What follows belongs to an exercise in optimizing a design on an open flow for small area; a production flow would make more cautious choices.
Function was checked by simulation only, so behaviour that the tests miss may differ from the original.
Power is estimated from default activity; no workload was simulated.

File: flow/run.sh
#!/bin/bash
set -euo pipefail
export POST_SYNTH_TCL="$(pwd)/flow/downsize.tcl"
export BUFFER_PORTS_ARGS="-buffer_cell sky130_fd_sc_hd__buf_1"
export RECOVER_POWER=100
SETUP_SLACK_MARGIN=0.40 bash standard.sh cts > standard_to_cts.log 2>&1
SKIP_INCREMENTAL_REPAIR=1 bash standard.sh > standard.log 2>&1
File: flow/downsize.tcl
# POST_SYNTH hook: set every combinational cell of the synthesized netlist to
# the smallest-area drive strength of the same cell (the same name up to the
# _N drive suffix), so that ABC's drive choices, made without placement or
# real loads, do not stay in the layout. The flow's own repair_design and
# repair_timing then upsize only the cells that timing, slew or load need.
set ::ds_dont_use {}
if {[info exists ::env(DONT_USE_CELLS)]} { set ::ds_dont_use $::env(DONT_USE_CELLS) }
proc ds_dont_use {name} {
  foreach pat $::ds_dont_use { if {[string match $pat $name]} { return 1 } }
  return 0
}
set db [ord::get_db]
# smallest master for each base name: lowest area, then highest drive number
array set best {}
foreach lib [$db getLibs] {
  foreach m [$lib getMasters] {
    set n [$m getName]
    if {![regexp {^(sky130_fd_sc_hd__[a-z0-9]+(?:_[a-z0-9]+)*?)_([0-9]+)$} $n -> base drv]} { continue }
    if {[ds_dont_use $n]} { continue }
    set a [expr {[$m getWidth] * [$m getHeight]}]
    if {![info exists best($base)]} {
      set best($base) [list $a $drv $m]
    } else {
      lassign $best($base) ba bd bm
      if {$a < $ba || ($a == $ba && $drv > $bd)} { set best($base) [list $a $drv $m] }
    }
  }
}
set block [ord::get_db_block]
set swapped 0
foreach inst [$block getInsts] {
  set m [$inst getMaster]
  set n [$m getName]
  # registers keep the cell synthesis gave them
  if {[string match "sky130_fd_sc_hd__df*" $n] || [string match "sky130_fd_sc_hd__dl*" $n] || [string match "sky130_fd_sc_hd__sdf*" $n] || [string match "sky130_fd_sc_hd__edf*" $n]} { continue }
  if {![regexp {^(sky130_fd_sc_hd__[a-z0-9]+(?:_[a-z0-9]+)*?)_([0-9]+)$} $n -> base drv]} { continue }
  if {![info exists best($base)]} { continue }
  set bm [lindex $best($base) 2]
  if {[$bm getName] ne $n} {
    puts "downsize [$inst getName] $n -> [$bm getName]"
    $inst swapMaster $bm
    incr swapped
  }
}
puts "downsize: $swapped cells set to their smallest drive strength"
File: standard.sh
#!/bin/bash
# synth_recipe.tcl (not shown) runs the flow's synth.tcl, then flattens the netlist and writes it again
# the make line also repeats each setting of config.mk as NAME=value (left out here)
make -C /OpenROAD-flow-scripts/flow DESIGN_CONFIG=/design/flow/config.mk WORK_HOME=/design/flow/orfs CLKGATE_MAP_FILE= SYNTH_SCRIPT=/design/flow/synth_recipe.tcl "${@:-finish}"
File: config.mk
export PLATFORM = sky130hd
export DESIGN_NAME = ALU
export DESIGN_NICKNAME = ALU
export VERILOG_FILES = /design/flow/design.v
export SDC_FILE = /design/flow/constraint.sdc
export NUM_CORES = 4
export LEC_CHECK = 0
export ABC_AREA = 0
export CAP_MARGIN = 20
export CORE_MARGIN = 2
export CORE_UTILIZATION = 45
export CTS_BUF_LIST = sky130_fd_sc_hd__clkbuf_4
export CTS_CLUSTER_SIZE = 20
export GPL_TIMING_DRIVEN = 0
export SLEW_MARGIN = 20
export SYNTH_HIERARCHICAL = 1
export SYNTH_MINIMUM_KEEP_SIZE = 0
File: constraint.sdc
create_clock -name core_clock -period 13.5 [get_ports {Clk}]
set_input_delay 2.7000 -clock core_clock [delete_from_list [all_inputs] [get_ports {Clk}]]
set_output_delay 2.7000 -clock core_clock [all_outputs]
set_load 0.01 [all_outputs]
File: design.v
module ALU (
    input Clk,
    input Reset,
    input [7:0] operand_A, operand_B,
    input [3:0] Sel,
    output [7:0] Out,
    output [3:0] Flag);
    reg [7:0] Result;
    reg [3:0] FlagCpy;
    wire [7:0] nResult;
    wire [3:0] nFlag;
    assign Out = Result;
    assign Flag = FlagCpy;
    wire [7:0] A = operand_A;
    wire [7:0] B = operand_B;
    wire s_add = (Sel == 4'h0);
    wire s_sub = (Sel == 4'h1);
    wire s_mul = (Sel == 4'h2);
    wire s_div = (Sel == 4'h3);
    wire s_shl = (Sel == 4'h4);
    wire s_shr = (Sel == 4'h5);
    wire s_lgc = (Sel >= 4'h6) && (Sel <= 4'hB);
    wire s_quo = s_div || s_shr;             
    wire sub = s_sub || s_quo;               
    wire b_lo = ~|B[7:3];                    
    wire [7:0] Y = s_shr ? (8'h01 << B[2:0]) : B;
    wire [7:0] Yx = Y ^ {8{sub}};            
    wire [7:0] Yn = ~Yx;
    wire [7:0] hz, qz;
    assign hz[0] = 1'b1;
    assign qz[0] = s_quo;
    genvar g, k;
    generate
        for (g = 1; g < 8; g = g + 1) begin : g_hz
            assign hz[g] = ~|B[7:8-g];
            assign qz[g] = (s_div && hz[g]) || (s_shr && B[2:0] < 8 - g);
        end
    endgenerate
    wire [7:0] xs_n = ~((s_mul || (s_shr && !b_lo)) ? 8'h00 : A);
    wire [7:0] xn0;                  
    wire [7:0] X0;                   
    wire [7:0] q;                    
    wire [7:0] co;                   
    wire [7:0] pr0, gr0;             
    generate
        for (g = 7; g >= 0; g = g - 1) begin : g_row
            wire [8-g:0] c;
            wire [7-g:0] xi, xo;
            wire e;                  
            localparam ET = (g == 0 || (8 - g) % 2 == 1);
            assign c[0] = sub;
            for (k = 0; k <= 7 - g; k = k + 1) begin : g_bit
                wire p, q2;
                if (k == 0) begin : g_k0
                    assign xi[0] = xs_n[g];
                    ALU_pge u_pg (.xn(xi[0]), .yn(Yn[0]), .p(p), .g(q2));
                    ALU_ce  u_c  (.p(p), .g(q2), .c(c[0]), .cn(c[1]));
                    if (g == 0) begin : g_r0
                        assign pr0[0] = p;
                        assign gr0[0] = q2;
                        ALU_sel0_r u_s (.xn(xi[0]), .t(Y[0]), .e(e), .xo(xo[0]));
                    end else if (ET) begin : g_st
                        ALU_sel0_t u_s (.xn(xi[0]), .t(Y[0]), .e(e), .xon(xo[0]));
                    end else begin : g_sn
                        ALU_sel0_n u_s (.xn(xi[0]), .t(Y[0]), .e(e), .xon(xo[0]));
                    end
                end else if (k == 1) begin : g_k1
                    assign xi[1] = xn0[g+1];
                    ALU_k1pre u_pre (.y(Yx[1]), .cn(c[1]), .pyn(p), .gyn(q2));
                    ALU_co    u_c   (.pn(p), .gn(q2), .cn(xi[1]), .c(c[2]));
                    if (g == 0) begin : g_r0
                        ALU_sel1_r u_s (.xn(xi[1]), .y(Yx[1]), .cn(c[1]), .e(e), .xo(xo[1]));
                        ALU_pge u_pg (.xn(~A[1]), .yn(Yn[1]), .p(pr0[1]), .g(gr0[1]));
                    end else if (ET) begin : g_st
                        ALU_sel1_t u_s (.xn(xi[1]), .y(Yx[1]), .cn(c[1]), .e(e), .xon(xo[1]));
                    end else begin : g_sn
                        ALU_sel1_n u_s (.xn(xi[1]), .y(Yx[1]), .cn(c[1]), .e(e), .xon(xo[1]));
                    end
                end else if (k % 2 == 0) begin : g_ke
                    assign xi[k] = g_row[g+1].xo[k-1];
                    ALU_pge u_pg (.xn(xi[k]), .yn(Yn[k]), .p(p), .g(q2));
                    ALU_ce  u_c  (.p(p), .g(q2), .c(c[k]), .cn(c[k+1]));
                    if (g == 0) begin : g_r0
                        assign pr0[k] = p;
                        assign gr0[k] = q2;
                    end
                    if (ET) begin : g_st
                        ALU_selE_t u_s (.xn(xi[k]), .yn(Yn[k]), .c(c[k]), .e(e), .xo(xo[k]));
                    end else begin : g_sn
                        ALU_selE_n u_s (.xn(xi[k]), .yn(Yn[k]), .c(c[k]), .e(e), .xo(xo[k]));
                    end
                end else begin : g_ko
                    assign xi[k] = g_row[g+1].xo[k-1];
                    ALU_pgo u_pg (.x(xi[k]), .y(Yx[k]), .pn(p), .gn(q2));
                    ALU_co  u_c  (.pn(p), .gn(q2), .cn(c[k]), .c(c[k+1]));
                    if (g == 0) begin : g_r0
                        assign pr0[k] = ~p;
                        assign gr0[k] = ~q2;
                        ALU_selO_r u_s (.x(xi[k]), .y(Yx[k]), .cn(c[k]), .e(e), .xo(xo[k]));
                    end else if (ET) begin : g_st
                        ALU_selO_t u_s (.x(xi[k]), .y(Yx[k]), .cn(c[k]), .e(e), .xon(xo[k]));
                    end else begin : g_sn
                        ALU_selO_n u_s (.x(xi[k]), .y(Yx[k]), .cn(c[k]), .e(e), .xon(xo[k]));
                    end
                end
            end
            if ((8 - g) % 2 == 0) begin : g_co_t
                assign co[g] = c[8-g];
            end else begin : g_co_n
                assign co[g] = ~c[8-g];
            end
            if (g == 0) begin : g_last
                assign e = ~s_mul | A[0];
                assign q[0] = co[0];
                assign X0 = xo;
            end else begin : g_mid
                assign xn0[g] = xo[0];
                if (ET) begin : g_en_t
                    ALU_en_t u_en (.s_mul(s_mul), .a(A[g]), .qzn(~qz[g]), .con(c[8-g]), .en(e));
                    assign q[g] = e;
                end else begin : g_en_n
                    ALU_en_n u_en (.s_mul(s_mul), .a(A[g]), .qz(qz[g]), .co(c[8-g]), .en_n(e));
                    assign q[g] = ~e;
                end
            end
        end
    endgenerate
    assign xn0[0] = ~X0[0];
    wire [8:0] cc;
    assign cc[0] = sub;
    generate
        for (k = 0; k < 8; k = k + 1) begin : g_cmp
            wire p, q2;
            if (k % 2 == 0) begin : g_even
                ALU_pge u_pg (.xn(~A[k]), .yn(Yn[k]), .p(p), .g(q2));
                ALU_ce  u_c  (.p(p), .g(q2), .c(cc[k]), .cn(cc[k+1]));
            end else begin : g_odd
                ALU_pgo u_pg (.x(A[k]), .y(Yx[k]), .pn(p), .gn(q2));
                ALU_co  u_c  (.pn(p), .gn(q2), .cn(cc[k]), .c(cc[k+1]));
            end
        end
    endgenerate
    wire ge = cc[8];
    wire lt = !ge;
    wire mul_ovf_e = |(A[7:1] & (co[7:1] | ~hz[7:1]));
    wire m0 = s_mul && A[0];         
    wire mco = m0 && co[0];
    wire r0 = (Result == 8'h00);
    wire a0 = (A == 8'h00);
    wire b0 = (B == 8'h00);
    wire big = (B > 8);
    wire f5 = big || (B == 8 && A == 1) || (B == 7 && (A == 2 || A == 3)) ||
              (B == 6 && (A <= 7 && A >= 4)) || (B == 5 && (A <= 15 && A >= 8)) ||
              (B == 4 && (A <= 31 && A >= 16));
    wire hold_e = (s_add && ge) || (s_sub && lt) || (s_mul && mul_ovf_e) ||
                  (s_div && lt) || (s_shl && (!a0 || big));
    wire sX = (s_add || s_sub || s_mul) && !hold_e;  
    wire sQ = s_quo && !hold_e;                      
    reg T0, T1, T3;
    always @(*)
    begin
        case (Sel)
            4'h6: {T0, T1, T3} = 3'b001;      
            4'h7: {T0, T1, T3} = 3'b011;      
            4'h8: {T0, T1, T3} = 3'b010;      
            4'h9: {T0, T1, T3} = 3'b101;      
            4'hA: {T0, T1, T3} = 3'b110;      
            4'hB: {T0, T1, T3} = 3'b100;      
            default: {T0, T1, T3} = 3'b000;
        endcase
    end
    wire [7:0] lg;
    generate
        for (k = 0; k < 8; k = k + 1) begin : g_res
            ALU_lgb u_l (.p(pr0[k]), .g(gr0[k]), .T0(T0), .T1(T1), .T3(T3), .y(lg[k]));
            ALU_res u_r (.r(Result[k]), .x(X0[k]), .q(q[k]), .l(lg[k]),
                         .hold(hold_e), .sx(sX), .sq(sQ), .mco(mco),
                         .y(nResult[k]));
        end
    endgenerate
    wire z_e = (s_mul && (a0 || b0 || (mul_ovf_e && r0))) ||
               (s_div && lt && r0) ||
               (s_shl && (r0 || (a0 && !big))) ||
               (s_shr && (!b_lo || lt)) ||
               (s_lgc && lg == 8'h00);
    wire f0_e = FlagCpy[0] || z_e;
    wire f2_e = FlagCpy[2] || (s_mul && mul_ovf_e);
    ALU_late u_f0 (.e(f0_e), .k(m0 && r0), .co0(co[0]), .y(nFlag[0]));
    ALU_late u_f2 (.e(f2_e), .k(m0), .co0(co[0]), .y(nFlag[2]));
    assign nFlag[1] = FlagCpy[1] || (s_add && ge) || (s_shl && (!a0 || big));
    assign nFlag[3] = FlagCpy[3] || (s_sub && lt) || (s_div && lt) || (s_shr && f5);
    always @(posedge Clk, posedge Reset)
    begin
        if(Reset) begin
            Result <= 8'h00;
            FlagCpy <= 4'b0000;
        end else begin
            Result <= nResult;
            FlagCpy <= nFlag;
        end
    end
endmodule
module ALU_pge (input xn, yn, output p, g);
    assign p = ~(xn & yn);
    assign g = ~(xn | yn);
endmodule
module ALU_pgo (input x, y, output pn, gn);
    assign pn = ~(x | y);
    assign gn = ~(x & y);
endmodule
module ALU_ce (input p, g, c, output cn);
    assign cn = ~(g | (p & c));
endmodule
module ALU_co (input pn, gn, cn, output c);
    assign c = ~(gn & (pn | cn));
endmodule
module ALU_k1pre (input y, cn, output pyn, gyn);
    assign pyn = ~y & cn;
    assign gyn = ~y | cn;
endmodule
module ALU_en_t (input s_mul, a, qzn, con, output en);
    assign en = (s_mul & a) | (~qzn & ~con);
endmodule
module ALU_en_n (input s_mul, a, qz, co, output en_n);
    assign en_n = ~((s_mul & a) | (qz & co));
endmodule
module ALU_sel0_t (input xn, t, e, output xon);
    assign xon = xn ^ (e & t);
endmodule
module ALU_sel0_n (input xn, t, e, output xon);
    assign xon = xn ^ (~e & t);
endmodule
module ALU_sel0_r (input xn, t, e, output xo);
    assign xo = ~xn ^ (e & t);
endmodule
module ALU_sel1_t (input xn, y, cn, e, output xon);
    assign xon = xn ^ (e & ~(y ^ cn));
endmodule
module ALU_sel1_n (input xn, y, cn, e, output xon);
    assign xon = xn ^ (~e & ~(y ^ cn));
endmodule
module ALU_sel1_r (input xn, y, cn, e, output xo);
    assign xo = ~xn ^ (e & ~(y ^ cn));
endmodule
module ALU_selE_t (input xn, yn, c, e, output xo);
    assign xo = ~xn ^ (e & ~(yn ^ c));
endmodule
module ALU_selE_n (input xn, yn, c, e, output xo);
    assign xo = ~xn ^ (~e & ~(yn ^ c));
endmodule
module ALU_selO_t (input x, y, cn, e, output xon);
    assign xon = ~(x ^ (e & ~(y ^ cn)));
endmodule
module ALU_selO_n (input x, y, cn, e, output xon);
    assign xon = ~(x ^ (~e & ~(y ^ cn)));
endmodule
module ALU_selO_r (input x, y, cn, e, output xo);
    assign xo = x ^ (e & ~(y ^ cn));
endmodule
module ALU_lgb (input p, g, T0, T1, T3, output y);
    assign y = g ? T3 : (p ? T1 : T0);
endmodule
module ALU_res (input r, x, q, l, hold, sx, sq, mco, output y);
    assign y = mco ? r : ((hold & r) | (sx & x) | (sq & q) | l);
endmodule
module ALU_late (input e, k, co0, output y);
    assign y = e | (k & co0);
endmodule
==> results of run 1 <==
==> worst reg2reg max path, stage by stage (launching register included) <==
cell,delay (ns)
dfrtp_1,0.37
nor4_1,0.06
nand2_1,0.13
nor3_1,0.07
a2111oi_0,0.45
o311ai_1,0.18
a21o_1,0.20
==> per-stage QoR <==
step	std cells	cell area, µm²	TNS (ns)	setup WS (ns)	hold WS [ns]
after floorplan	473	2950	0	0.450	0.500
after global placement	580	3160	-19.18	-2.00	0.458
after detailed placement	581	3200	-21.21	-2.22	0.468
after CTS	593	3460	0	0.407	0.486
after global routing	593	3460	-5.05	-0.661	0.524
final	593	3460	0	0.310	0.475
==> cell type report <==
cell class                      instances  area [µm²]
Fill cell                             658        2810
Multi-Input combinational cell        428        2720
Sequential cell                        12         300
Timing Repair Buffer                   39         191
Tap cell                               77        96.3
Inverter                               22        82.6
Buffer                                 11        47.5
Clock buffer                            3        22.5
Clock inverter                          1        3.75
==> layer usage <==
metal	share of wire	up-vias	wire length, µm
met3	0.067	14	609
met2	0.49	107	4450
met4	0.016	0	150
met5	0	-	0
li1	-	1728	-
met1	0.43	1566	3920
==> path summary, 6_finish.rpt <==
check                      depth (start not counted)    endpoint       start  slack (ns)
max                                               61  FlagCpy[0]      Sel[3]        0.31
min                                                2  FlagCpy[1]  FlagCpy[1]        0.47
max reg2reg                                        6  FlagCpy[0]   Result[2]       11.93
min reg2reg                                        2  FlagCpy[1]  FlagCpy[1]        0.47
max in group asynchronous                          2   Result[2]       Reset       10.81
min in group asynchronous                          2  FlagCpy[1]       Reset        2.39
==> registers in the layout, summed over array words and instances (netlist names) <==
name and cells:
Result 8, FlagCpy 4
==> power by group through the flow <==
stage	registers, mW	logic (mW)	clock network [mW]
5_1_grt	0.0467	0.213	0.0235
6_report	0.0457	0.193	0.0216
4_1_cts	0.0460	0.192	0.0225
3_5_place_dp	0.0467	0.176	0
2_1_floorplan	0.0488	0.136	0
3_3_place_gp	0.0463	0.171	0
==> layout by cell type, fill, tap and decap left out, types with 3 or more instances in the layout <==
cell type and n:
clkbuf_4 4, a221oi_1 8, o21ai_2 7, nor4_1 7
a21oi_1 27, xnor2_1 33, nand3b_1 3, dfrtp_1 12
nor2_1 65, o31ai_1 3, nand3_1 4, or3_1 3
buf_1 31, clkbuf_1 7, nor3_1 5, a21oi_2 10
o21ai_1 47, a22oi_2 3, inv_2 21, xnor2_2 9
mux2i_1 8, xor2_1 27, nand2_1 93, nor2b_1 7
buf_4 7, nand2b_1 17, o22ai_1 4
==> impl_metrics.env, run 1 <==
export IMPL_status="no timing/DRC/antenna violations"
export IMPL_drtIter0Drc=148
export IMPL_p_clk_frac=0.083
export IMPL_p_int_uw=128
export IMPL_syn_instance_count=473
export IMPL_cts_tree="done"
export IMPL_clock_sinks=12
export IMPL_finalCriticalPeriod_ns=13.19
export IMPL_met3_usage=0.0287
export IMPL_seq_power_share=0.176
export IMPL_min_path_type="flop to flop"
export IMPL_final_max_slew_viol_count=0
export IMPL_end_kind="flop"
export IMPL_worstPathRequired_ns=13.66
export IMPL_grt_busiest_layer="met2"
export IMPL_switchingPower_uw=132
export IMPL_ys_warn_count=7
export IMPL_swShare=0.507
export IMPL_syn_to_final_growth_pct=20.2
export IMPL_met2_usage=0.468
export IMPL_dp_hpwl_um=7000
export IMPL_syn_area_mm2=0.00288
export IMPL_cts_resized=34
export IMPL_rows=29
export IMPL_p_leak_nw=1.32
export IMPL_layout_drive_gt1_share=0.153
export IMPL_grt_pass1_vias=3166
export IMPL_die_area_mm2=0.00706
export IMPL_cts_root_buf="clkbuf_4"
export IMPL_routedWlPerCell_um=15.4
export IMPL_finalPower_uw=260
export IMPL_gp_congestion=0.987
export IMPL_clkLatencyLatePin_ns=0.26
export IMPL_cp_slowest_stage_delay_ns=0.36
export IMPL_clk_pin_slew_ns=0.07
export IMPL_ir_drop_mv=0.0672
export IMPL_crit_path_top_delay_cell="a2111oi_0"
export IMPL_avgSynthCellArea_um2=6.09
export IMPL_arrival_ns=13.35
export IMPL_grt_max_degree=24
export IMPL_avgViaCountPerCell=5.76
export IMPL_num_vias=3415
export IMPL_path_common_cell="o21ai_1"
export IMPL_diodes=0
export IMPL_drt_total_wl_um=9130
export IMPL_skew_ns=0.000304
export IMPL_overflow=0
export IMPL_powerDensity_mw_per_mm2=75.0
export IMPL_worst_path_buf_inv=4
export IMPL_cts_setup_buffers=8
export IMPL_clk_path_buf_depth=2
export IMPL_die_y_um=84.0
export IMPL_dr_pass1_iters=5
export IMPL_ctsHtreeMaxLevel=1
export IMPL_setup_violations=0
export IMPL_path_class="input port to flop"
export IMPL_antenna_found_initial=0
export IMPL_crit_path_start_kind="input port"
export IMPL_crit_fanout=10
export IMPL_slew_headroom=0.203
export IMPL_hold_buffers=0
export IMPL_die_w_um=84.0
export IMPL_coreArea_mm2=0.00628
export IMPL_cp_top_family="compound AO/OA/AOI/OAI gates"
export IMPL_grt_util_all_layers=0.265
export IMPL_postRouteAntennaNets=0
export IMPL_drv_cap=0
export IMPL_cts_buffers=3
export IMPL_hold_viol_final=0
export IMPL_grt_first_pass_wirelength_um=15400
export IMPL_io_pins=34
export IMPL_gr_usage_met1=0.339
export IMPL_nets=539
export IMPL_clock_fmax_mhz=75.8
export IMPL_drc=0
export IMPL_port_buffers=30
export IMPL_tightest_slew_ns=1.19
export IMPL_p_comb_frac=0.741
export IMPL_finish_utilization=0.552
export IMPL_initial_utilization=0.459
export IMPL_period_share=0.977
==> run 2, diff against run 1 <==
==> flow/run.sh (replaced) <==
#!/bin/bash
set -euo pipefail
export POST_SYNTH_TCL="$(pwd)/flow/downsize.tcl"
export BUFFER_PORTS_ARGS="-buffer_cell sky130_fd_sc_hd__buf_1"
export RECOVER_POWER=100
SETUP_SLACK_MARGIN=0.50 bash standard.sh cts > standard_to_cts.log 2>&1
SKIP_INCREMENTAL_REPAIR=1 bash standard.sh > standard.log 2>&1
==> impl_metrics.env, run 2 <==
export IMPL_grt_pass1_vias=3181
export IMPL_reg2reg_from="Result[1]"
export IMPL_end_kind="flop"
export IMPL_clkLatencyLatePin_ns=0.26
export IMPL_hold_ws_ns=0.472
export IMPL_initial_utilization=0.459
export IMPL_clock_sinks=12
export IMPL_cts_setup_buffers=9
export IMPL_cp_top_family="compound AO/OA/AOI/OAI gates"
export IMPL_worstPathRequired_ns=13.65
export IMPL_largest_reg_flops=8
export IMPL_powerDensity_mw_per_mm2=74.6
export IMPL_io_pins=34
export IMPL_die_area_mm2=0.00706
export IMPL_rrSetupSlack_ns=12.01
export IMPL_clk_path_buf_depth=2
export IMPL_slew_headroom=0.207
export IMPL_postRouteAntennaNets=0
export IMPL_dp_hpwl_um=6950
export IMPL_cts_tree="done"
export IMPL_routedWlPerCell_um=15.3
export IMPL_crit_path_start_kind="input port"
export IMPL_rows=29
export IMPL_antenna_found_initial=0
export IMPL_largestRegisters="Result: 8 flops, FlagCpy: 4 flops"
export IMPL_min_path_type="flop to flop"
export IMPL_p_leak_nw=1.32
export IMPL_syn_instance_count=473
export IMPL_arrival_ns=13.25
export IMPL_setup_violations=0
export IMPL_crit_path_top_delay_cell="or2_2"
export IMPL_syn_to_final_growth_pct=19.9
export IMPL_seq_area_um2=300
export IMPL_final_cell_mix="93 x nand2_1, 65 x nor2_1, 45 x o21ai_1"
export IMPL_drt_total_wl_um=9050
export IMPL_tightest_slew_ns=1.18
export IMPL_skew_ns=0.00144
export IMPL_overflow=0
export IMPL_dr_pass1_iters=5
export IMPL_gp_congestion=0.999
export IMPL_cp_slowest_stage_delay_ns=0.31
export IMPL_avgSynthCellArea_um2=6.09
export IMPL_fillers=673
export IMPL_regMostFlops="Result"
export IMPL_finalCriticalPeriod_ns=13.10
export IMPL_final_area_mm2=0.00346
export IMPL_crit_fanout=10
export IMPL_mostFrequentLayoutCell="nand2_1"
export IMPL_clock_fmax_mhz=76.3
export IMPL_drc=0
export IMPL_worst_path_buf_inv=4
export IMPL_ctsHtreeMaxLevel=1
export IMPL_avgViaCountPerCell=5.68
export IMPL_num_vias=3370
export IMPL_multi_input_area_mm2=0.00272
export IMPL_hold_buffers=0
export IMPL_cts_root_buf="clkbuf_4"
export IMPL_die_w_um=84.0
export IMPL_drv_cap=0
export IMPL_hold_viol_final=0
export IMPL_port_buffers=30
export IMPL_period_share=0.970
export IMPL_drtIter0Drc=191
export IMPL_critical_path_startpoint="Sel[3]"
export IMPL_min_from="FlagCpy[1]"
export IMPL_ys_warn_count=7
export IMPL_clk_pin_slew_ns=0.07
export IMPL_dpl_cell_area_mm2=0.00321
export IMPL_cts_buffers=3
export IMPL_grt_util_all_layers=0.262
export IMPL_layout_drive_gt1_share=0.155
export IMPL_status="no timing/DRC/antenna violations"
export IMPL_cts_resized=32
export IMPL_grt_first_pass_wirelength_um=15300
export IMPL_final_max_slew_viol_count=0
export IMPL_syn_area_mm2=0.00288
export IMPL_diodes=0
export IMPL_coreArea_mm2=0.00628
export IMPL_grt_max_degree=24
export IMPL_nets=540
export IMPL_path_class="input port to flop"
export IMPL_die_y_um=84.0
export IMPL_ir_drop_mv=0.0600
run 2: worst paths after layout:
path                            cells past startpoint         end
worst max-delay path                               64   Result[7]
worst min-delay path                                2  FlagCpy[1]
worst max register to register                      6  FlagCpy[0]
worst min register to register                      2  FlagCpy[1]
max in group asynchronous                           2   Result[0]
min in group asynchronous                           2  FlagCpy[3]
run 2: metrics by stage:
step	utilization	power, mW	worst slack [ns]	TNS, ns	std cells
2_1_floorplan	-	0.185	0.563	0	473
3_3_place_gp	0.505	0.218	-1.89	-18.05	580
3_5_place_dp	0.511	0.223	-1.98	-18.86	581
4_1_cts	0.551	0.258	0.507	0	593
5_1_grt	0.551	0.281	-0.544	-3.83	593
6_report	0.551	0.258	0.399	0	593
run 2: final cells by class:
type,instances,area share
Sequential cell,12,0.0869
Buffer,11,0.0138
Tap cell,77,0.0279
Multi-Input combinational cell,428,0.786
Timing Repair Buffer,40,0.0554
Clock buffer,3,0.00652
Inverter,22,0.0239
run 2: power breakdown:
group | switching (mW) | internal (mW)
clock network | 0.0104 | 0.0103
logic | 0.116 | 0.0755
registers | 0.00395 | 0.0417
run 2: metal layers:
| layer | routed length, µm | track usage | share of wire | vias up |
|---|---|---|---|---|
| li1 | - | - | - | 1715 |
| met1 | 4070 | 0.345 | 0.45 | 1537 |
| met2 | 4390 | 0.449 | 0.49 | 103 |
| met3 | 412 | 0.0208 | 0.046 | 15 |
| met4 | 170 | 0.0850 | 0.019 | 0 |
| met5 | 0 | 0 | 0 | - |
run 2: tightest hold or removal path: stages (launching register included):
cell and delay [ns]:
dfrtp_1 0.36, inv_2 0.03, o31ai_1 0.05
==> run 3, diff against run 2 <==
--- a/design.v
+++ b/design.v
@@ -126,25 +126,8 @@
         end
     endgenerate
     assign xn0[0] = ~X0[0];
-    wire [8:0] cc;
-    assign cc[0] = sub;
-    generate
-        for (k = 0; k < 8; k = k + 1) begin : g_cmp
-            wire p, q2;
-            if (k % 2 == 0) begin : g_even
-                ALU_pge u_pg (.xn(~A[k]), .yn(Yn[k]), .p(p), .g(q2));
-                ALU_ce  u_c  (.p(p), .g(q2), .c(cc[k]), .cn(cc[k+1]));
-            end else begin : g_odd
-                ALU_pgo u_pg (.x(A[k]), .y(Yx[k]), .pn(p), .gn(q2));
-                ALU_co  u_c  (.pn(p), .gn(q2), .cn(cc[k]), .c(cc[k+1]));
-            end
-        end
-    endgenerate
-    wire ge = cc[8];
-    wire lt = !ge;
     wire mul_ovf_e = |(A[7:1] & (co[7:1] | ~hz[7:1]));
     wire m0 = s_mul && A[0];         
-    wire mco = m0 && co[0];
     wire r0 = (Result == 8'h00);
     wire a0 = (A == 8'h00);
     wire b0 = (B == 8'h00);
@@ -152,8 +135,12 @@
     wire f5 = big || (B == 8 && A == 1) || (B == 7 && (A == 2 || A == 3)) ||
               (B == 6 && (A <= 7 && A >= 4)) || (B == 5 && (A <= 15 && A >= 8)) ||
               (B == 4 && (A <= 31 && A >= 16));
-    wire hold_e = (s_add && ge) || (s_sub && lt) || (s_mul && mul_ovf_e) ||
-                  (s_div && lt) || (s_shl && (!a0 || big));
+    wire nq = ~|q[7:1];
+    wire k1 = s_add || m0;                   
+    wire k0 = s_sub || (s_div && nq);        
+    wire hl;                                 
+    ALU_mux u_hl (.s(co[0]), .a1(k1), .a0(k0), .y(hl));
+    wire hold_e = (s_mul && mul_ovf_e) || (s_shl && (!a0 || big));
     wire sX = (s_add || s_sub || s_mul) && !hold_e;  
     wire sQ = s_quo && !hold_e;                      
     reg T0, T1, T3;
@@ -174,21 +161,22 @@
         for (k = 0; k < 8; k = k + 1) begin : g_res
             ALU_lgb u_l (.p(pr0[k]), .g(gr0[k]), .T0(T0), .T1(T1), .T3(T3), .y(lg[k]));
             ALU_res u_r (.r(Result[k]), .x(X0[k]), .q(q[k]), .l(lg[k]),
-                         .hold(hold_e), .sx(sX), .sq(sQ), .mco(mco),
+                         .hold(hold_e), .sx(sX), .sq(sQ), .hl(hl),
                          .y(nResult[k]));
         end
     endgenerate
     wire z_e = (s_mul && (a0 || b0 || (mul_ovf_e && r0))) ||
-               (s_div && lt && r0) ||
                (s_shl && (r0 || (a0 && !big))) ||
-               (s_shr && (!b_lo || lt)) ||
                (s_lgc && lg == 8'h00);
     wire f0_e = FlagCpy[0] || z_e;
+    wire f1_e = FlagCpy[1] || (s_shl && (!a0 || big));
     wire f2_e = FlagCpy[2] || (s_mul && mul_ovf_e);
-    ALU_late u_f0 (.e(f0_e), .k(m0 && r0), .co0(co[0]), .y(nFlag[0]));
-    ALU_late u_f2 (.e(f2_e), .k(m0), .co0(co[0]), .y(nFlag[2]));
-    assign nFlag[1] = FlagCpy[1] || (s_add && ge) || (s_shl && (!a0 || big));
-    assign nFlag[3] = FlagCpy[3] || (s_sub && lt) || (s_div && lt) || (s_shr && f5);
+    wire f3_e = FlagCpy[3] || (s_shr && f5);
+    ALU_late2 u_f0 (.e(f0_e), .k1(m0 && r0), .k0(nq && ((s_div && r0) || s_shr)),
+                    .co0(co[0]), .y(nFlag[0]));
+    ALU_late  u_f1 (.e(f1_e), .k(s_add), .co0(co[0]), .y(nFlag[1]));
+    ALU_late  u_f2 (.e(f2_e), .k(m0), .co0(co[0]), .y(nFlag[2]));
+    ALU_late2 u_f3 (.e(f3_e), .k1(1'b0), .k0(k0), .co0(co[0]), .y(nFlag[3]));
     always @(posedge Clk, posedge Reset)
     begin
         if(Reset) begin
@@ -260,9 +248,15 @@
 module ALU_lgb (input p, g, T0, T1, T3, output y);
     assign y = g ? T3 : (p ? T1 : T0);
 endmodule
-module ALU_res (input r, x, q, l, hold, sx, sq, mco, output y);
-    assign y = mco ? r : ((hold & r) | (sx & x) | (sq & q) | l);
+module ALU_res (input r, x, q, l, hold, sx, sq, hl, output y);
+    assign y = hl ? r : ((hold & r) | (sx & x) | (sq & q) | l);
+endmodule
+module ALU_mux (input s, a1, a0, output y);
+    assign y = s ? a1 : a0;
 endmodule
 module ALU_late (input e, k, co0, output y);
     assign y = e | (k & co0);
 endmodule
+module ALU_late2 (input e, k1, k0, co0, output y);
+    assign y = e | (co0 ? k1 : k0);
+endmodule
==> flow/run.sh (replaced) <==
#!/bin/bash
set -euo pipefail
export POST_SYNTH_TCL="$(pwd)/flow/downsize.tcl"
export BUFFER_PORTS_ARGS="-buffer_cell sky130_fd_sc_hd__buf_1"
export RECOVER_POWER=100
SETUP_SLACK_MARGIN=0.4 bash standard.sh cts > standard_to_cts.log 2>&1
SKIP_INCREMENTAL_REPAIR=1 bash standard.sh > standard.log 2>&1
==> impl_metrics.env, run 3 <==
export IMPL_initial_utilization=0.466
export IMPL_port_buffers=30
export IMPL_ys_warn_count=7
export IMPL_setup_ws_ns=0.322
export IMPL_cts_root_buf="clkbuf_4"
export IMPL_syn_instance_count=446
export IMPL_cts_tree="done"
export IMPL_dr_pass1_iters=5
export IMPL_seq_power_share=0.178
export IMPL_io_pins=34
export IMPL_drv_cap=0
export IMPL_p_leak_nw=1.27
export IMPL_dp_hpwl_um=6620
export IMPL_coreArea_mm2=0.00592
export IMPL_drt_total_wl_um=8730
export IMPL_crit_fanout=16
export IMPL_largestRegisters="Result: 8 flops, FlagCpy: 4 flops"
export IMPL_routedWlPerCell_um=15.3
export IMPL_num_vias=3241
export IMPL_critical_path_startpoint="operand_B[6]"
export IMPL_tightest_slew_ns=1.11
export IMPL_cts_buffers=3
export IMPL_end_kind="flop"
export IMPL_antenna_found_initial=0
export IMPL_period_share=0.976
export IMPL_worst_path_buf_inv=2
export IMPL_clk_pin_slew_ns=0.08
export IMPL_finalCriticalPeriod_ns=13.18
export IMPL_crit_path_top_delay_cell="or4_1"
export IMPL_nets=518
export IMPL_syn_to_final_growth_pct=22.3
export IMPL_switchingPower_uw=141
export IMPL_p_clk_frac=0.082
export IMPL_regMostFlops="Result"
export IMPL_ir_drop_mv=0.0591
export IMPL_skew_ns=0.00150
export IMPL_die_area_mm2=0.00678
export IMPL_diodes=0
export IMPL_cp_slowest_stage_delay_ns=0.48
export IMPL_clk_path_buf_depth=2
export IMPL_die_w_um=82.3
export IMPL_final_cell_mix="87 x nand2_1, 60 x nor2_1, 46 x o21ai_1"
export IMPL_clkLatencyLatePin_ns=0.27
export IMPL_p_comb_frac=0.740
export IMPL_syn_area_mm2=0.00276
export IMPL_swShare=0.510
export IMPL_drc=0
export IMPL_path_common_cell="o21ai_1"
export IMPL_path_class="input port to flop"
export IMPL_drtIter0Drc=140
export IMPL_cts_setup_buffers=14
export IMPL_mostFrequentLayoutCell="nand2_1"
export IMPL_min_from="Result[3]"
export IMPL_crit_path_start_kind="input port"
export IMPL_place_inst=552
export IMPL_min_path_type="flop to flop"
export IMPL_slew_headroom=0.253
export IMPL_reg2reg_from="Result[5]"
export IMPL_hold_viol_final=0
export IMPL_overflow=0
export IMPL_gp_congestion=0.878
export IMPL_layout_cells_non_filler=570
export IMPL_ctsHtreeMaxLevel=1
export IMPL_largest_reg_flops=8
export IMPL_avgViaCountPerCell=5.69
export IMPL_rows=28
export IMPL_final_max_slew_viol_count=0
export IMPL_grt_util_all_layers=0.273
export IMPL_grt_first_pass_wirelength_um=14600
export IMPL_arrival_ns=13.33
export IMPL_dp_slack_ns=-2.68
export IMPL_status="no timing/DRC/antenna violations"
export IMPL_layout_drive_gt1_share=0.143
export IMPL_grt_pass1_vias=3083
export IMPL_cts_resized=30
export IMPL_grt_max_degree=22
export IMPL_hold_buffers=0
export IMPL_die_y_um=82.3
export IMPL_p_int_uw=135
export IMPL_cp_top_family="compound AO/OA/AOI/OAI gates"
export IMPL_clock_sinks=12
export IMPL_worstPathRequired_ns=13.66
export IMPL_clock_fmax_mhz=75.9
export IMPL_finalSetupTns_ns=0
export IMPL_avgSynthCellArea_um2=6.19
export IMPL_powerDensity_mw_per_mm2=82.0
export IMPL_setup_violations=0
export IMPL_postRouteAntennaNets=0
run 3: path summary, 6_finish.rpt:
| check | to | slack (ns) | cells after the start |
|---|---|---|---|
| max | Result[1] | 0.32 | 61 |
| min | Result[3] | 0.54 | 2 |
| max reg2reg | FlagCpy[0] | 11.89 | 7 |
| min reg2reg | Result[3] | 0.54 | 2 |
| max in group asynchronous | FlagCpy[0] | 10.78 | 2 |
| min in group asynchronous | FlagCpy[2] | 2.40 | 2 |
run 3: worst register-to-register path: stages, from the launching register on:
cell	delay (ns)
dfrtp_1	0.40
nor4_1	0.47
nand2_1	0.19
nor2_1	0.12
nor2_1	0.05
nor2_1	0.08
nor2b_1	0.13
a211o_1	0.11
run 3: power groups by stage:
stage / combinational (mW) / clock (mW) / sequential, mW
2_1_floorplan: 0.141 / 0 / 0.0530
3_3_place_gp: 0.181 / 0 / 0.0494
3_5_place_dp: 0.185 / 0 / 0.0499
4_1_cts: 0.203 / 0.0237 / 0.0491
5_1_grt: 0.227 / 0.0253 / 0.0504
6_report: 0.205 / 0.0228 / 0.0492
run 3: final cells by class:
type	count	area [µm²]
Clock buffer	3	22.5
Inverter	15	58.8
Buffer	9	36.3
Tap cell	75	93.8
Multi-Input combinational cell	410	2630
Sequential cell	12	300
Fill cell	630	2550
Clock inverter	1	3.75
Timing Repair Buffer	45	229
run 3: layer usage:
metal | up-vias | share of wire | global-route usage
met5 | - | 0 | 0
met4 | 0 | 0.028 | 0.102
met3 | 20 | 0.049 | 0.0185
met2 | 96 | 0.47 | 0.480
met1 | 1479 | 0.45 | 0.349
li1 | 1646 | - | -
run 3: stage by stage:
| step | utilization | hold slack (ns) | instance area, µm² | power, mW |
|---|---|---|---|---|
| 2_1_floorplan | - | 0.558 | 2840 | 0.194 |
| 3_3_place_gp | 0.514 | 0.506 | 3040 | 0.230 |
| 3_5_place_dp | 0.519 | 0.516 | 3070 | 0.235 |
| 4_1_cts | 0.570 | 0.533 | 3370 | 0.276 |
| 5_1_grt | 0.570 | 0.569 | 3370 | 0.303 |
| 6_report | 0.570 | 0.543 | 3370 | 0.277 |
==> run 4, diff against run 3 <==
==> flow/run.sh (replaced) <==
#!/bin/bash
set -euo pipefail
export POST_SYNTH_TCL="$(pwd)/flow/downsize.tcl"
export BUFFER_PORTS_ARGS="-buffer_cell sky130_fd_sc_hd__buf_1"
export RECOVER_POWER=100
export REMOVE_ABC_BUFFERS=1
SETUP_SLACK_MARGIN=0.4 bash standard.sh cts > standard_to_cts.log 2>&1
SKIP_INCREMENTAL_REPAIR=1 bash standard.sh > standard.log 2>&1
==> impl_metrics.env, run 4 <==
export IMPL_cp_top_family="compound AO/OA/AOI/OAI gates"
export IMPL_hold_viol_final=0
export IMPL_period_share=0.975
export IMPL_fillers=608
export IMPL_worstPathRequired_ns=13.65
export IMPL_gp_congestion=0.931
export IMPL_clk_pin_slew_ns=0.07
export IMPL_seq_power_share=0.178
export IMPL_p_clk_frac=0.084
export IMPL_dp_hpwl_um=6540
export IMPL_status="no timing/DRC/antenna violations"
export IMPL_clkLatencyLatePin_ns=0.28
export IMPL_setup_violations=0
export IMPL_syn_area_mm2=0.00276
export IMPL_r2r_cells=7
export IMPL_syn_instance_count=446
export IMPL_die_w_um=82.3
export IMPL_dr_pass1_iters=5
export IMPL_min_path_type="flop to flop"
export IMPL_grt_util_all_layers=0.276
export IMPL_p_int_uw=134
export IMPL_port_buffers=33
export IMPL_clock_sinks=12
export IMPL_skew_ns=0.00670
export IMPL_io_pins=34
export IMPL_syn_to_final_growth_pct=21.2
export IMPL_drc=0
export IMPL_rrSetupSlack_ns=11.81
export IMPL_finalSetupTns_ns=0
export IMPL_hold_path_end="Result[2]"
export IMPL_path_class="input port to flop"
export IMPL_path_common_cell="o21ai_1"
export IMPL_dp_slack_ns=-4.62
export IMPL_diodes=0
export IMPL_grt_pass1_vias=3076
export IMPL_mostFrequentLayoutCell="nand2_1"
export IMPL_p_leak_nw=1.26
export IMPL_hold_buffers=0
export IMPL_cts_setup_buffers=13
export IMPL_crit_path_top_delay_cell="or4_4"
export IMPL_min_from="Result[2]"
export IMPL_switchingPower_uw=141
export IMPL_final_cell_mix="87 x nand2_1, 60 x nor2_1, 48 x o21ai_1"
export IMPL_drtIter0Drc=280
export IMPL_avgViaCountPerCell=5.79
export IMPL_cp_slowest_stage_delay_ns=0.57
export IMPL_finalCriticalPeriod_ns=13.17
export IMPL_swShare=0.513
export IMPL_p_comb_frac=0.738
export IMPL_clock_fmax_mhz=75.9
export IMPL_cts_buffers=3
export IMPL_crit_fanout=16
export IMPL_setup_ws_ns=0.333
export IMPL_cts_tree="done"
export IMPL_largest_reg_flops=8
export IMPL_overflow=0
export IMPL_ir_drop_mv=0.0524
export IMPL_antenna_found_initial=0
export IMPL_drv_cap=0
export IMPL_ys_warn_count=7
export IMPL_avgSynthCellArea_um2=6.19
export IMPL_coreArea_mm2=0.00592
export IMPL_worstHoldPathCells=2
export IMPL_final_max_slew_viol_count=0
export IMPL_nets=515
export IMPL_die_area_mm2=0.00678
export IMPL_die_y_um=82.3
export IMPL_ctsHtreeMaxLevel=1
export IMPL_worst_path_buf_inv=1
export IMPL_tightest_slew_ns=1.17
export IMPL_finalPower_uw=275
export IMPL_routedWlPerCell_um=15.6
export IMPL_cts_resized=36
export IMPL_crit_path_start_kind="input port"
export IMPL_initial_utilization=0.466
export IMPL_num_vias=3285
export IMPL_rows=28
export IMPL_grt_first_pass_wirelength_um=14600
export IMPL_grt_max_degree=17
export IMPL_end_kind="flop"
export IMPL_clk_path_buf_depth=2
export IMPL_hold_ws_ns=0.532
export IMPL_rr_endpoint="FlagCpy[0]"
export IMPL_largestRegisters="Result: 8 flops, FlagCpy: 4 flops"
export IMPL_postRouteAntennaNets=0
export IMPL_cts_root_buf="clkbuf_4"
export IMPL_arrival_ns=13.32
export IMPL_layout_drive_gt1_share=0.140
export IMPL_reg2reg_from="Result[5]"
export IMPL_powerDensity_mw_per_mm2=82.2
export IMPL_slew_headroom=0.216
export IMPL_regMostFlops="Result"
export IMPL_drt_total_wl_um=8840
run 4: changes by cell type in the layout (fill, tap and decap cells not counted), sizes merged:
cell / delta
buf: +1
clkbuf: -5
nand4bb: +1
run 4: worst max path at each step:
| stage | startpoint | endpoint | depth (start not counted) |
|---|---|---|---|
| floorplan | Sel[1] | Result[0] | 58 |
| global placement | Sel[0] | Result[6] | 58 |
| detailed placement | Sel[0] | Result[5] | 58 |
| CTS | operand_B[6] | Result[5] | 60 |
| global route | Sel[3] | Result[7] | 60 |
| finish | operand_B[6] | Result[5] | 60 |
run 4: power groups by stage:
stage / clock, mW / combinational, mW / sequential (mW)
after detailed placement: 0 / 0.184 / 0.0499
final: 0.0231 / 0.203 / 0.0490
after floorplan: 0 / 0.136 / 0.0530
after global routing: 0.0256 / 0.225 / 0.0506
after CTS: 0.0240 / 0.201 / 0.0491
after global placement: 0 / 0.178 / 0.0496
run 4: area by class of cell:
class | instances | area [µm²] | area share
sequential | 12 | 300 | 0.0898
multi-input combinational | 411 | 2610 | 0.779
clock inverter | 1 | 3.75 | 0.00112
inverter | 15 | 58.8 | 0.0176
tap | 75 | 93.8 | 0.0280
clock buffer | 3 | 22.5 | 0.00673
timing repair buffer | 50 | 259 | 0.0774
run 4: through the flow:
step / area (µm²) / utilization / std cells
floorplan: 2730 / - / 437
global placement: 2940 / 0.497 / 545
detailed placement: 3010 / 0.508 / 549
CTS: 3350 / 0.565 / 567
global route: 3350 / 0.565 / 567
finish: 3350 / 0.565 / 567
run 4: worst register-to-register path, cell delays in order, from the launching register on:
cell	delay, ns
dfrtp_1	0.40
nor4_1	0.50
nand2_1	0.18
nor2_1	0.13
nor2_1	0.06
nor2_1	0.12
nor2b_1	0.15
a211o_1	0.11
run 4: layer usage:
layer  vias to the layer above  GRT usage  share of wire
met5                         -          0              0
met4                         0      0.113          0.030
met3                        23     0.0326          0.060
met2                       113      0.477           0.47
met1                      1508      0.345           0.44
li1                       1641          -              -
==> run 5, diff against run 4 <==
--- a/flow/run.sh
+++ b/flow/run.sh
@@ -4,5 +4,6 @@
 export BUFFER_PORTS_ARGS="-buffer_cell sky130_fd_sc_hd__buf_1"
 export RECOVER_POWER=100
 export REMOVE_ABC_BUFFERS=1
+SETUP_SLACK_MARGIN=0 bash standard.sh floorplan > standard_to_floorplan.log 2>&1
 SETUP_SLACK_MARGIN=0.4 bash standard.sh cts > standard_to_cts.log 2>&1
 SKIP_INCREMENTAL_REPAIR=1 bash standard.sh > standard.log 2>&1
==> impl_metrics.env, run 5 <==
export IMPL_clk_pin_slew_ns=0.07
export IMPL_min_from="Result[2]"
export IMPL_drc=0
export IMPL_status="no timing/DRC/antenna violations"
export IMPL_die_w_um=82.3
export IMPL_crit_path_top_delay_cell="or4_4"
export IMPL_die_area_mm2=0.00678
export IMPL_p_leak_nw=1.26
export IMPL_rows=28
export IMPL_grt_first_pass_wirelength_um=14600
export IMPL_avgSynthCellArea_um2=6.19
export IMPL_gr_usage_met1=0.345
export IMPL_finish_utilization=0.565
export IMPL_coreArea_mm2=0.00592
export IMPL_hold_viol_final=0
export IMPL_syn_instance_count=446
export IMPL_worstPathRequired_ns=13.65
export IMPL_final_cell_mix="87 x nand2_1, 60 x nor2_1, 48 x o21ai_1"
export IMPL_cts_buffers=3
export IMPL_arrival_ns=13.32
export IMPL_min_path_type="flop to flop"
export IMPL_ir_drop_mv=0.0524
export IMPL_slew_headroom=0.216
export IMPL_skew_ns=0.00670
export IMPL_path_common_cell="o21ai_1"
export IMPL_layout_drive_gt1_share=0.140
export IMPL_largest_reg_flops=8
export IMPL_syn_area_mm2=0.00276
export IMPL_overflow=0
export IMPL_cp_slowest_stage_delay_ns=0.57
export IMPL_worstHoldPathCells=2
export IMPL_hold_buffers=0
export IMPL_cts_resized=36
export IMPL_num_vias=3285
export IMPL_routedWlPerCell_um=15.6
export IMPL_setup_violations=0
export IMPL_clock_sinks=12
export IMPL_antenna_found_initial=0
export IMPL_diodes=0
export IMPL_grt_pass1_vias=3076
export IMPL_path_class="input port to flop"
export IMPL_io_pins=34
export IMPL_met2_usage=0.477
export IMPL_cts_tree="done"
export IMPL_place_inst=549
export IMPL_nets=515
export IMPL_finalSetupTns_ns=0
export IMPL_clkLatencyLatePin_ns=0.28
export IMPL_cts_root_buf="clkbuf_4"
export IMPL_hold_ws_ns=0.532
export IMPL_dp_hpwl_um=6540
export IMPL_hold_path_end="Result[2]"
export IMPL_r2r_cells=7
export IMPL_port_buffers=33
export IMPL_die_y_um=82.3
export IMPL_clk_path_buf_depth=2
export IMPL_grt_max_degree=17
export IMPL_end_kind="flop"
export IMPL_mostFrequentLayoutCell="nand2_1"
export IMPL_crit_fanout=16
export IMPL_grt_util_all_layers=0.276
export IMPL_setup_ws_ns=0.333
export IMPL_grt_busiest_layer="met2"
export IMPL_fillers=608
export IMPL_tightest_slew_ns=1.17
export IMPL_reg2reg_from="Result[5]"
export IMPL_syn_to_final_growth_pct=21.2
export IMPL_ctsHtreeMaxLevel=1
export IMPL_drv_cap=0
export IMPL_dr_pass1_iters=5
export IMPL_clock_fmax_mhz=75.9
export IMPL_seq_area_um2=300
export IMPL_initial_utilization=0.466
export IMPL_avgViaCountPerCell=5.79
export IMPL_ys_warn_count=7
export IMPL_cts_setup_buffers=13
export IMPL_drtIter0Drc=280
export IMPL_final_max_slew_viol_count=0
export IMPL_finalCriticalPeriod_ns=13.17
export IMPL_postRouteAntennaNets=0
export IMPL_largestRegisters="Result: 8 flops, FlagCpy: 4 flops"
export IMPL_crit_path_start_kind="input port"
export IMPL_dp_slack_ns=-4.62
export IMPL_drt_total_wl_um=8840
export IMPL_regMostFlops="Result"
export IMPL_multi_input_area_mm2=0.00261
export IMPL_met3_usage=0.0326
export IMPL_rr_endpoint="FlagCpy[0]"
export IMPL_layout_cells_non_filler=567
export IMPL_gp_congestion=0.931
export IMPL_rrSetupSlack_ns=11.81
export IMPL_period_share=0.975
export IMPL_powerDensity_mw_per_mm2=82.2
## run 5: cell counts in the layout (fill, tap and decap cells not counted)
Identical to the previous run, type by type.
## run 5: layer usage
| layer | wire length, µm | part of all wire |
|---|---|---|
| met1 | 3910 | 0.44 |
| met2 | 4140 | 0.47 |
| met4 | 266 | 0.030 |
| met3 | 527 | 0.060 |
| met5 | 0 | 0 |
## run 5: layout make-up
cell class / instances / share of cell area
clock buffer: 3 / 0.00673
clock inverter: 1 / 0.00112
inverter: 15 / 0.0176
multi-input combinational: 411 / 0.779
sequential: 12 / 0.0898
tap: 75 / 0.0280
timing repair buffer: 50 / 0.0774
## run 5: power by group
part | switching [mW] | internal [mW] | total [mW]
Clock | 0.0124 | 0.0107 | 0.0231
Combinational | 0.123 | 0.0796 | 0.203
Sequential | 0.00542 | 0.0436 | 0.0490
## run 5: worst max-delay path: cells and delay by family
| kind | cells | cell delay (ns) |
|---|---|---|
| muxes | 1 | 0.41 |
| AOI/OAI and AO/OA | 38 | 6.81 |
| buffers and inverters | 1 | 0.15 |
| xor gates and xnor gates | 7 | 1.14 |
| and+or+nand+nor | 13 | 2.03 |
## run 5: worst max path at each step
stage | start | end | slack (ns) | cells past startpoint
6_report | operand_B[6] | Result[5] | 0.33 | 60
3_3_place_gp | Sel[0] | Result[6] | -4.77 | 58
3_5_place_dp | Sel[0] | Result[5] | -4.62 | 58
5_1_grt | Sel[3] | Result[7] | -0.73 | 60
4_1_cts | operand_B[6] | Result[5] | 0.40 | 60
2_1_floorplan | Sel[1] | Result[0] | -0.53 | 58
## run 5: per-stage QoR
stage / area [µm²] / total power, mW
global placement: 2940 / 0.227
finish: 3350 / 0.275
floorplan: 2730 / 0.189
global route: 3350 / 0.301
detailed placement: 3010 / 0.233
CTS: 3350 / 0.275
==> run 6, diff against run 5 <==
==> flow/run.sh (replaced) <==
#!/bin/bash
set -euo pipefail
export POST_SYNTH_TCL="$(pwd)/flow/downsize.tcl"
export BUFFER_PORTS_ARGS="-buffer_cell sky130_fd_sc_hd__buf_1"
export RECOVER_POWER=100
SETUP_SLACK_MARGIN=0 bash standard.sh floorplan > standard_to_floorplan.log 2>&1
SETUP_SLACK_MARGIN=0.5 bash standard.sh cts > standard_to_cts.log 2>&1
SKIP_INCREMENTAL_REPAIR=1 bash standard.sh > standard.log 2>&1
==> impl_metrics.env, run 6 <==
export IMPL_clk_pin_slew_ns=0.07
export IMPL_rr_endpoint="FlagCpy[0]"
export IMPL_gp_congestion=0.938
export IMPL_path_class="input port to flop"
export IMPL_clk_path_buf_depth=2
export IMPL_drv_cap=0
export IMPL_reg2reg_from="Result[5]"
export IMPL_syn_area_mm2=0.00276
export IMPL_drt_total_wl_um=8660
export IMPL_tightest_slew_ns=1.17
export IMPL_coreArea_mm2=0.00592
export IMPL_final_cell_mix="87 x nand2_1, 60 x nor2_1, 48 x o21ai_1"
export IMPL_num_vias=3255
export IMPL_largestRegisters="Result: 8 flops, FlagCpy: 4 flops"
export IMPL_regMostFlops="Result"
export IMPL_postRouteAntennaNets=0
export IMPL_grt_max_degree=22
export IMPL_skew_ns=0.000569
export IMPL_cts_tree="done"
export IMPL_cts_buffers=3
export IMPL_avgSynthCellArea_um2=6.19
export IMPL_clock_fmax_mhz=76.7
export IMPL_place_inst=552
export IMPL_nets=518
export IMPL_status="no timing/DRC/antenna violations"
export IMPL_rows=28
export IMPL_avgViaCountPerCell=5.72
export IMPL_rrSetupSlack_ns=11.83
export IMPL_crit_fanout=8
export IMPL_layout_cells_non_filler=569
export IMPL_ir_drop_mv=0.0616
export IMPL_io_pins=34
export IMPL_end_kind="flop"
export IMPL_grt_first_pass_wirelength_um=14500
export IMPL_largest_reg_flops=8
export IMPL_die_area_mm2=0.00678
export IMPL_setup_violations=0
export IMPL_cts_root_buf="clkbuf_4"
export IMPL_dr_pass1_iters=5
export IMPL_slew_headroom=0.213
export IMPL_arrival_ns=13.19
export IMPL_die_w_um=82.3
export IMPL_cts_resized=31
export IMPL_powerDensity_mw_per_mm2=81.5
export IMPL_grt_pass1_vias=3003
export IMPL_diodes=0
export IMPL_cts_setup_buffers=14
export IMPL_crit_path_start_kind="input port"
export IMPL_overflow=0
export IMPL_critical_path_startpoint="operand_B[6]"
export IMPL_antenna_found_initial=0
export IMPL_mostFrequentLayoutCell="nand2_1"
export IMPL_clkLatencyLatePin_ns=0.26
export IMPL_path_common_cell="o21ai_1"
export IMPL_min_path_type="flop to flop"
export IMPL_hold_buffers=0
export IMPL_routedWlPerCell_um=15.2
export IMPL_layout_drive_gt1_share=0.136
export IMPL_drc=0
export IMPL_dp_hpwl_um=6560
export IMPL_ctsHtreeMaxLevel=1
export IMPL_hold_viol_final=0
export IMPL_initial_utilization=0.466
export IMPL_period_share=0.966
export IMPL_crit_path_top_delay_cell="or4_1"
export IMPL_drtIter0Drc=144
export IMPL_r2r_cells=7
export IMPL_critPathCapture="Result[7]"
export IMPL_die_y_um=82.3
export IMPL_grt_util_all_layers=0.272
export IMPL_clock_sinks=12
export IMPL_syn_to_final_growth_pct=21.1
export IMPL_worstPathRequired_ns=13.65
export IMPL_finalCriticalPeriod_ns=13.04
export IMPL_p_leak_nw=1.25
export IMPL_finalSetupTns_ns=0
export IMPL_final_max_slew_viol_count=0
export IMPL_ys_warn_count=7
export IMPL_syn_instance_count=446
export IMPL_cp_slowest_stage_delay_ns=0.48
export IMPL_port_buffers=30
==> run 6: where the power goes <==
part / internal [mW] / switching (mW) / total (mW)
Sequential: 0.0436 / 0.00539 / 0.0490
Combinational: 0.0803 / 0.121 / 0.202
Clock: 0.0103 / 0.0114 / 0.0217
==> run 6: area by class of cell <==
cell class                 count  area (µm²)
fill                         618        2580
sequential                    12         300
multi-input combinational    410        2610
tap                           75        93.8
buffer                         9        36.3
clock buffer                   3        22.5
inverter                      15        56.3
timing repair buffer          45         229
==> run 6: worst min path at each step <==
| stage | from | end | slack [ns] | depth (start not counted) |
|---|---|---|---|---|
| 3_5_place_dp | Result[6] | Result[6] | 0.52 | 2 |
| 6_report | Result[5] | Result[5] | 0.54 | 2 |
| 2_1_floorplan | Result[1] | Result[1] | 0.56 | 2 |
| 4_1_cts | Result[0] | Result[0] | 0.54 | 2 |
| 5_1_grt | Result[0] | Result[0] | 0.57 | 2 |
| 3_3_place_gp | Result[1] | Result[1] | 0.51 | 2 |
==> run 6: critical path, delay by kind of cell <==
| family | cells | cell delay (ns) |
|---|---|---|
| AO/OA/AOI/OAI | 37 | 6.51 |
| AND/OR/NAND/NOR | 14 | 2.07 |
| XOR/XNOR | 9 | 1.52 |
| buffers and inverters | 2 | 0.35 |
==> run 6: per-stage QoR <==
stage	util	hold slack (ns)	power, mW	worst slack, ns	instance area [µm²]
after detailed placement	0.514	0.522	0.233	-3.65	3040
final	0.565	0.539	0.272	0.460	3340
after CTS	0.565	0.537	0.272	0.523	3340
after floorplan	-	0.558	0.192	0.00645	2800
after global placement	0.508	0.509	0.228	-3.56	3010
after global routing	0.565	0.573	0.302	-0.753	3340
==> run 6: routing by layer <==
metal  up-vias  part of all wire  global-route usage
met5         -                 0                   0
li1       1639                 -                   -
met2        95              0.48               0.484
met3        17             0.055              0.0272
met4         0             0.020              0.0800
met1      1504              0.44               0.343
==> run 7, diff against run 6 <==
==> flow/run.sh (replaced) <==
#!/bin/bash
set -euo pipefail
export POST_SYNTH_TCL="$(pwd)/flow/downsize.tcl"
export BUFFER_PORTS_ARGS="-buffer_cell sky130_fd_sc_hd__buf_1"
export RECOVER_POWER=100
SETUP_SLACK_MARGIN=0.5 bash standard.sh cts > standard_to_cts.log 2>&1
SKIP_INCREMENTAL_REPAIR=1 bash standard.sh > standard.log 2>&1
==> impl_metrics.env, run 7 <==
export IMPL_clkLatencyLatePin_ns=0.28
export IMPL_initial_utilization=0.466
export IMPL_nets=516
export IMPL_finalPower_uw=275
export IMPL_p_leak_nw=1.24
export IMPL_p_int_uw=134
export IMPL_status="no timing/DRC/antenna violations"
export IMPL_regMostFlops="Result"
export IMPL_seq_power_share=0.178
export IMPL_avgViaCountPerCell=5.66
export IMPL_io_pins=34
export IMPL_path_class="input port to flop"
export IMPL_powerDensity_mw_per_mm2=82.4
export IMPL_end_kind="flop"
export IMPL_slew_headroom=0.249
export IMPL_syn_to_final_growth_pct=20.9
export IMPL_path_common_cell="o21ai_1"
export IMPL_p_clk_frac=0.085
export IMPL_dp_hpwl_um=6610
export IMPL_swShare=0.511
export IMPL_num_vias=3213
export IMPL_ir_drop_mv=0.0603
export IMPL_die_w_um=82.3
export IMPL_dpl_cell_area_mm2=0.00308
export IMPL_grt_util_all_layers=0.271
export IMPL_cts_resized=25
export IMPL_die_y_um=82.3
export IMPL_finalCriticalPeriod_ns=13.09
export IMPL_period_share=0.970
export IMPL_skew_ns=0.00237
export IMPL_worstPathRequired_ns=13.66
export IMPL_die_area_mm2=0.00678
export IMPL_clock_fmax_mhz=76.4
export IMPL_finalSetupTns_ns=0
export IMPL_cp_slowest_stage_delay_ns=0.48
export IMPL_largestRegisters="Result: 8 flops, FlagCpy: 4 flops"
export IMPL_hold_viol_final=0
export IMPL_hold_ws_ns=0.534
export IMPL_antenna_found_initial=0
export IMPL_final_max_slew_viol_count=0
export IMPL_drv_cap=0
export IMPL_cts_setup_buffers=12
export IMPL_drc=0
export IMPL_crit_fanout=16
export IMPL_tightest_slew_ns=1.12
export IMPL_routedWlPerCell_um=15.3
export IMPL_syn_instance_count=446
export IMPL_syn_area_mm2=0.00276
export IMPL_drt_total_wl_um=8660
export IMPL_ctsHtreeMaxLevel=1
export IMPL_min_path_type="flop to flop"
export IMPL_grt_first_pass_wirelength_um=14500
export IMPL_crit_path_top_delay_cell="or4_1"
export IMPL_clk_pin_slew_ns=0.08
export IMPL_final_cell_mix="87 x nand2_1, 60 x nor2_1, 46 x o21ai_1"
export IMPL_diodes=0
export IMPL_cts_tree="done"
export IMPL_gp_congestion=0.874
export IMPL_p_comb_frac=0.736
export IMPL_coreArea_mm2=0.00592
export IMPL_grt_max_degree=22
export IMPL_clock_sinks=12
export IMPL_hold_buffers=0
export IMPL_dr_pass1_iters=6
export IMPL_postRouteAntennaNets=0
export IMPL_layout_drive_gt1_share=0.134
export IMPL_final_area_mm2=0.00334
export IMPL_rows=28
export IMPL_grt_pass1_vias=2980
export IMPL_crit_path_start_kind="input port"
export IMPL_mostFrequentLayoutCell="nand2_1"
export IMPL_cts_root_buf="clkbuf_4"
export IMPL_largest_reg_flops=8
export IMPL_overflow=0
export IMPL_cts_buffers=3
export IMPL_clk_path_buf_depth=2
export IMPL_ys_warn_count=7
export IMPL_avgSynthCellArea_um2=6.19
export IMPL_setup_violations=0
export IMPL_worst_path_buf_inv=2
export IMPL_arrival_ns=13.25
export IMPL_port_buffers=30
export IMPL_drtIter0Drc=227
export IMPL_cp_top_family="compound AO/OA/AOI/OAI gates"
export IMPL_switchingPower_uw=140
[run 7: power by group through the flow]
stage	Combinational, mW	Clock [mW]	Sequential [mW]
after detailed placement	0.186	0	0.0500
after global routing	0.224	0.0250	0.0505
after CTS	0.201	0.0237	0.0492
after floorplan	0.141	0	0.0530
after global placement	0.181	0	0.0495
final	0.202	0.0235	0.0490
[run 7: worst paths after layout]
path                                    from  cells past startpoint  slack [ns]          to
worst min-delay path               Result[1]                      2        0.53   Result[1]
worst min register to register     Result[1]                      2        0.53   Result[1]
min in group asynchronous              Reset                      2        2.39   Result[1]
max in group asynchronous              Reset                      2       10.80  FlagCpy[0]
worst max register to register     Result[5]                      7       11.89  FlagCpy[0]
worst max-delay path            operand_B[6]                     61        0.41   Result[5]
[run 7: per-layer routing]
metal | wire (µm) | up-vias | track usage
li1 | - | 1638 | -
met1 | 3840 | 1464 | 0.346
met2 | 4200 | 92 | 0.466
met3 | 442 | 19 | 0.0207
met4 | 181 | 0 | 0.113
met5 | 0 | - | 0
[run 7: per-stage QoR]
stage	std cells	worst slack, ns	util
2_1_floorplan	446	0.560	-
3_3_place_gp	551	-2.39	0.515
3_5_place_dp	552	-2.37	0.519
4_1_cts	568	0.504	0.563
5_1_grt	568	-0.694	0.563
6_report	568	0.408	0.563
[run 7: worst reg2reg max path: stages (launching register included)]
cell,delay (ns)
dfrtp_1,0.40
nor4_1,0.46
nand2_1,0.19
nor2_1,0.13
nor2_1,0.05
nor2_1,0.08
nor2b_1,0.13
a211o_1,0.12
[run 7: layout make-up]
class	instances	area, µm²
multi-input combinational	410	2610
inverter	15	56.3
tap	75	93.8
timing repair buffer	43	214
clock inverter	1	3.75
buffer	9	36.3
clock buffer	3	22.5
sequential	12	300
fill	595	2580

separate check: timing with driven ports:
How much do the figures lean on ideal ports? The routed layouts below were timed once more, with nothing changed but the port constraints.
Step 1 sets driving cells, clkbuf_16 on the clock port and buf_2 on the other inputs (assumed; they add their load-dependent delay and slew).
Step 2, shift: input delay + t, output delay - t, t = (earliest + latest rising clock arrival at the registers) / 2. This alone moves slack from input paths to output paths.
Slacks: ideal ports / drivers / drivers and shift; pairs: ideal ports / drivers.
run	shift t [ns]	setup slack, ns	hold slack, ns	clock arrival spread, ns	slew at the worst register clock pin (ns)
run 1	0.282	0.310 / 0.306 / 0.024	0.475 / 0.475 / 0.475	0.000 / 0.000	0.07 / 0.07
run 2	0.282	0.399 / 0.398 / 0.116	0.472 / 0.472 / 0.472	0.002 / 0.001	0.07 / 0.07
run 3	0.292	0.322 / 0.325 / 0.033	0.543 / 0.543 / 0.543	0.002 / 0.001	0.08 / 0.08
run 4	0.297	0.333 / 0.335 / 0.037	0.532 / 0.532 / 0.532	0.007 / 0.007	0.08 / 0.08
run 5	0.297	0.333 / 0.335 / 0.037	0.532 / 0.532 / 0.532	0.007 / 0.007	0.08 / 0.08
run 6	0.287	0.460 / 0.461 / 0.174	0.539 / 0.539 / 0.539	0.001 / 0.000	0.07 / 0.07
run 7	0.299	0.408 / 0.409 / 0.110	0.534 / 0.534 / 0.534	0.002 / 0.003	0.08 / 0.08
After both steps every run listed still meets setup and hold. For run 7, which loses most, drivers alone change the setup slack by +0.001 ns; drivers and shift together by -0.298 ns.
